Context: an optimization exercise on an open-source flow, tuned for small area. The choices shown serve that exercise and are no tape-out recipe. The RTL was checked by simulation tests, not by an equivalence proof against the original design. Power and IR drop assume default switching activity.

==> flow/design.v <==
module debounce_fsm
    # (
        parameter DEBOUNCE_COUNTER_WIDTH    = 24
    )
    (
        input   logic i_clock,
        input   logic i_reset,
        input   logic [DEBOUNCE_COUNTER_WIDTH-1 : 0] i_debounce_counter,
        input   logic i_bouncing_signal,
        output  logic o_debounced_signal
    );
    localparam W = DEBOUNCE_COUNTER_WIDTH;
    logic meta;
    logic stable;
    logic level;
    logic waiting;
    logic [W-1 : 0] count_n;
    logic [W : 0]   carry;
    logic [W-1 : 0] count_n_inc;
    localparam H = 4;
    always_comb begin
        carry[0] = 1'b1;
        for (int i = 0; i < W; i++) begin
            count_n_inc[i] = count_n[i] ^ carry[i];
            if (i == H - 1)
                carry[i+1] = &count_n[H-1 : 0];
            else
                carry[i+1] = count_n[i] & carry[i];
        end
    end
    always_ff @(posedge i_clock) begin
        meta    <= i_bouncing_signal;
        stable  <= meta | i_reset;
        level   <= stable & ~i_reset;
        count_n <= waiting ? count_n_inc : ~i_debounce_counter;
        if (i_reset) begin
            waiting            <= 1'b0;
            o_debounced_signal <= 1'b0;
        end else if (waiting) begin
            waiting            <= ~carry[W];
        end else begin
            waiting            <= stable ^ level;
            o_debounced_signal <= level;
        end
    end
endmodule
module zed_debouncer
    # (
        parameter SWITCH_COUNT              = 8,
        parameter BUTTON_COUNT              = 5,
        parameter DEBOUNCE_COUNTER_WIDTH    = 24
    )
    (
        input   logic i_clock,
        input   logic i_reset,
        input   logic [DEBOUNCE_COUNTER_WIDTH-1 : 0] i_switch_debounce_counter,
        input   logic [DEBOUNCE_COUNTER_WIDTH-1 : 0] i_button_debounce_counter,
        input   logic i_sw0,
        input   logic i_sw1,
        input   logic i_sw2,
        input   logic i_sw3,
        input   logic i_sw4,
        input   logic i_sw5,
        input   logic i_sw6,
        input   logic i_sw7,
        input   logic i_btnu,
        input   logic i_btnd,
        input   logic i_btnl,
        input   logic i_btnr,
        input   logic i_btnc,
        output  logic o_sw0,
        output  logic o_sw1,
        output  logic o_sw2,
        output  logic o_sw3,
        output  logic o_sw4,
        output  logic o_sw5,
        output  logic o_sw6,
        output  logic o_sw7,
        output  logic o_btnu,
        output  logic o_btnd,
        output  logic o_btnl,
        output  logic o_btnr,
        output  logic o_btnc
    );
    logic [SWITCH_COUNT-1 : 0] bouncing_switch_array;
    logic [SWITCH_COUNT-1 : 0] debounced_switch_array;
    logic [BUTTON_COUNT-1 : 0] bouncing_button_array;
    logic [BUTTON_COUNT-1 : 0] debounced_button_array;
    assign bouncing_switch_array    = {i_sw7, i_sw6, i_sw5, i_sw4, i_sw3, i_sw2, i_sw1, i_sw0};
    assign {o_sw7, o_sw6, o_sw5, o_sw4, o_sw3, o_sw2, o_sw1, o_sw0} = debounced_switch_array;
    assign bouncing_button_array    = {i_btnu, i_btnd, i_btnl, i_btnr, i_btnc};
    assign {o_btnu, o_btnd, o_btnl, o_btnr, o_btnc} = debounced_button_array;
    genvar i;
    generate
        for (i = 0; i < SWITCH_COUNT; i++) begin : switch_debounce_fsm_gen
            debounce_fsm 
            # (
                .DEBOUNCE_COUNTER_WIDTH (DEBOUNCE_COUNTER_WIDTH)
            )
            switch_debounce_fsm_inst (
                .i_clock            (i_clock),
                .i_reset            (i_reset),
                .i_debounce_counter (i_switch_debounce_counter),
                .i_bouncing_signal  (bouncing_switch_array[i]),
                .o_debounced_signal (debounced_switch_array[i])
            );
        end 
    endgenerate
    genvar j;
    generate
        for (j = 0; j < BUTTON_COUNT; j++) begin : button_debounce_fsm_gen
            debounce_fsm 
            # (
                .DEBOUNCE_COUNTER_WIDTH (DEBOUNCE_COUNTER_WIDTH)
            )
            button_debounce_fsm_inst (
                .i_clock            (i_clock),
                .i_reset            (i_reset),
                .i_debounce_counter (i_button_debounce_counter),
                .i_bouncing_signal  (bouncing_button_array[j]),
                .o_debounced_signal (debounced_button_array[j])
            );
        end 
    endgenerate
endmodule
clock: 5.0 ns
lec_check: 0
cap_margin: 20
core_margin: 2
core_utilization: 65
gpl_timing_driven: 0
place_density: 0.75
slew_margin: 20
synth_hierarchical: 1
remove_abc_buffers: 1
buffer_ports_args: -buffer_cell sky130_fd_sc_hd__buf_1
cts_args: -sink_clustering_enable -repair_clock_nets -sink_clustering_size 12 -sink_clustering_max_diameter 40 -buf_list {sky130_fd_sc_hd__clkbuf_4} -dont_use_dummy_load
standard.sh (not shown) runs the stock make flow with config.mk's settings and CLKGATE_MAP_FILE= SYNTH_SCRIPT=/design/flow/synth_recipe.tcl, a recipe that flattens the netlist after the stock synthesis.
==> flow/flow/run.sh <==
#!/bin/bash
# Layout flow: the standard ORFS flow with smaller port buffers and a
# clock tree built without dummy loads. Each tool's output goes to its own
# log file in the work folder.
set -euo pipefail
cat >> config.mk <<'EOC'
export REMOVE_ABC_BUFFERS = 1
export BUFFER_PORTS_ARGS = -buffer_cell sky130_fd_sc_hd__buf_1
export CTS_ARGS = -sink_clustering_enable -repair_clock_nets -sink_clustering_size 12 -sink_clustering_max_diameter 40 -buf_list {sky130_fd_sc_hd__clkbuf_4} -dont_use_dummy_load
EOC
bash standard.sh synth > synth.log 2>&1
bash standard.sh floorplan > floorplan.log 2>&1
bash standard.sh place > place.log 2>&1
bash standard.sh cts > cts.log 2>&1
bash standard.sh route > route.log 2>&1
bash standard.sh finish > finish.log 2>&1
Edit:
--- a/flow/flow/run.sh
+++ b/flow/flow/run.sh
@@ -5,7 +5,6 @@
 set -euo pipefail
 cat >> config.mk <<'EOC'
-export REMOVE_ABC_BUFFERS = 1
 export BUFFER_PORTS_ARGS = -buffer_cell sky130_fd_sc_hd__buf_1
-export CTS_ARGS = -sink_clustering_enable -repair_clock_nets -sink_clustering_size 12 -sink_clustering_max_diameter 40 -buf_list {sky130_fd_sc_hd__clkbuf_4} -dont_use_dummy_load
+export CTS_ARGS = -sink_clustering_enable -repair_clock_nets -sink_clustering_size 30 -sink_clustering_max_diameter 80 -buf_list {sky130_fd_sc_hd__clkbuf_8 sky130_fd_sc_hd__clkbuf_16} -dont_use_dummy_load
 EOC
 bash standard.sh synth > synth.log 2>&1
- CORE_UTILIZATION: 65 -> 75
- CTS_ARGS: -sink_clustering_enable -repair_clock_nets -sink_clustering_size 12 -sink_clustering_max_diameter 40 -buf_list {sky130_fd_sc_hd__clkbuf_4} -dont_use_dummy_load -> -sink_clustering_enable -repair_clock_nets -sink_clustering_size 30 -sink_clustering_max_diameter 80 -buf_list {sky130_fd_sc_hd__clkbuf_8 sky130_fd_sc_hd__clkbuf_16} -dont_use_dummy_load
- GPL_TIMING_DRIVEN: 0 -> default
- PLACE_DENSITY: 0.75 -> 0.9
- REMOVE_ABC_BUFFERS: 1 -> default
What happened: Clock-buffer cell count came out lower by 29; setup slack loses 0.045 ns; total power came out higher by 3.5%; utilization came out higher by 11 points; routed wire length came out higher by 20%; design area is about the same; clock power came out higher by about 10%; area after synthesis does not change; cell count came out lower by 2.5%.
Edit:
--- a/flow/flow/run.sh
+++ b/flow/flow/run.sh
@@ -6,5 +6,5 @@
 cat >> config.mk <<'EOC'
 export BUFFER_PORTS_ARGS = -buffer_cell sky130_fd_sc_hd__buf_1
-export CTS_ARGS = -sink_clustering_enable -repair_clock_nets -sink_clustering_size 30 -sink_clustering_max_diameter 80 -buf_list {sky130_fd_sc_hd__clkbuf_8 sky130_fd_sc_hd__clkbuf_16} -dont_use_dummy_load
+export CTS_ARGS = -sink_clustering_enable -repair_clock_nets -buf_list {sky130_fd_sc_hd__clkbuf_4} -dont_use_dummy_load
 EOC
 bash standard.sh synth > synth.log 2>&1
- CORE_UTILIZATION: 75 -> 65
- CTS_ARGS: -sink_clustering_enable -repair_clock_nets -sink_clustering_size 30 -sink_clustering_max_diameter 80 -buf_list {sky130_fd_sc_hd__clkbuf_8 sky130_fd_sc_hd__clkbuf_16} -dont_use_dummy_load -> -sink_clustering_enable -repair_clock_nets -buf_list {sky130_fd_sc_hd__clkbuf_4} -dont_use_dummy_load
- PLACE_DENSITY: 0.9 -> 0.75
=>
- worst setup slack is better by 0.022 ns
- critical path depth does not change
- clock-buffer cell count increases by 79
- clock skew increases by 0.0080 ns
- final cell count climbs by a few percent
- power grows by a few percent
- hold slack loses 0.023 ns
- first-iteration DRC count drops by a quarter to a third
- clock power is higher by a quarter to a third
- design area increases slightly
Edit:
--- a/flow/flow/run.sh
+++ b/flow/flow/run.sh
@@ -6,5 +6,5 @@
 cat >> config.mk <<'EOC'
 export BUFFER_PORTS_ARGS = -buffer_cell sky130_fd_sc_hd__buf_1
-export CTS_ARGS = -sink_clustering_enable -repair_clock_nets -buf_list {sky130_fd_sc_hd__clkbuf_4} -dont_use_dummy_load
+export CTS_ARGS = -sink_clustering_enable -repair_clock_nets -sink_clustering_size 40 -sink_clustering_max_diameter 60 -buf_list {sky130_fd_sc_hd__clkbuf_16} -dont_use_dummy_load
 EOC
 bash standard.sh synth > synth.log 2>&1
- CTS_ARGS: -sink_clustering_enable -repair_clock_nets -buf_list {sky130_fd_sc_hd__clkbuf_4} -dont_use_dummy_load -> -sink_clustering_enable -repair_clock_nets -sink_clustering_size 40 -sink_clustering_max_diameter 60 -buf_list {sky130_fd_sc_hd__clkbuf_16} -dont_use_dummy_load
Effect: Final cell count shrinks by a few percent. Die area stays the same. Non-clock buffer count stays the same. Via count shrinks by a few percent. Utilization shrinks by 0.35 points.
Edit:
--- a/flow/flow/run.sh
+++ b/flow/flow/run.sh
@@ -6,5 +6,5 @@
 cat >> config.mk <<'EOC'
 export BUFFER_PORTS_ARGS = -buffer_cell sky130_fd_sc_hd__buf_1
-export CTS_ARGS = -sink_clustering_enable -repair_clock_nets -sink_clustering_size 40 -sink_clustering_max_diameter 60 -buf_list {sky130_fd_sc_hd__clkbuf_16} -dont_use_dummy_load
+export CTS_ARGS = -sink_clustering_enable -repair_clock_nets -sink_clustering_size 12 -sink_clustering_max_diameter 40 -buf_list {sky130_fd_sc_hd__clkbuf_4} -dont_use_dummy_load
 EOC
 bash standard.sh synth > synth.log 2>&1
- CTS_ARGS: -sink_clustering_enable -repair_clock_nets -sink_clustering_size 40 -sink_clustering_max_diameter 60 -buf_list {sky130_fd_sc_hd__clkbuf_16} -dont_use_dummy_load -> -sink_clustering_enable -repair_clock_nets -sink_clustering_size 12 -sink_clustering_max_diameter 40 -buf_list {sky130_fd_sc_hd__clkbuf_4} -dont_use_dummy_load
What happened: Worst hold slack improved by 0.0072 ns. Fmax rises by about 0.65%. Setup slack is better by 0.031 ns. Core utilization decreases by 1.2 points. Design area drops by about 1.7%. Sequential share of layout area climbs by 0.86 points. Critical path depth is unchanged. Area after synthesis does not change. Total power goes down by about 9%. Clock skew rises by 0.044 ns. Combinational power came out lower by about 0.7%.

==> port drivers added, routing unchanged <==
The flow's constraints put no driver on any port. The routed layouts listed below were extracted and timed again, unchanged, in two steps.
Step 1 (the two cells are an assumption about what drives the block):
set clk [get_ports {i_clock}]
set_driving_cell -lib_cell sky130_fd_sc_hd__clkbuf_16 $clk
set_driving_cell -lib_cell sky130_fd_sc_hd__buf_2 [delete_from_list [all_inputs] $clk]
Step 2, shift: input delay + t, output delay - t, t = (earliest + latest rising clock arrival at the registers) / 2. This alone moves slack from input paths to output paths.
a / b / c = ideal ports / drivers / drivers and shift; a / b = the first two.
run | t, ns | slack for setup (ns) | hold slack, ns | clock arrival spread, ns | worst slew at a driven data input, ns
the first run | 0.679 | 0.203 / 0.203 / 0.203 | 0.387 / 0.384 / 0.387 | 0.073 / 0.073 | 0.08
the second run | 0.546 | 0.158 / 0.158 / 0.158 | 0.416 / 0.416 / 0.416 | 0.025 / 0.025 | 0.09
the third run | 0.722 | 0.180 / 0.180 / 0.180 | 0.394 / 0.385 / 0.394 | 0.034 / 0.034 | 0.06
the fourth run | 0.564 | 0.189 / 0.189 / 0.189 | 0.371 / 0.371 / 0.371 | 0.042 / 0.042 | 0.06
the fifth run | 0.676 | 0.220 / 0.220 / 0.220 | 0.378 / 0.378 / 0.378 | 0.084 / 0.084 | 0.06
After both steps every run listed still meets setup and hold.
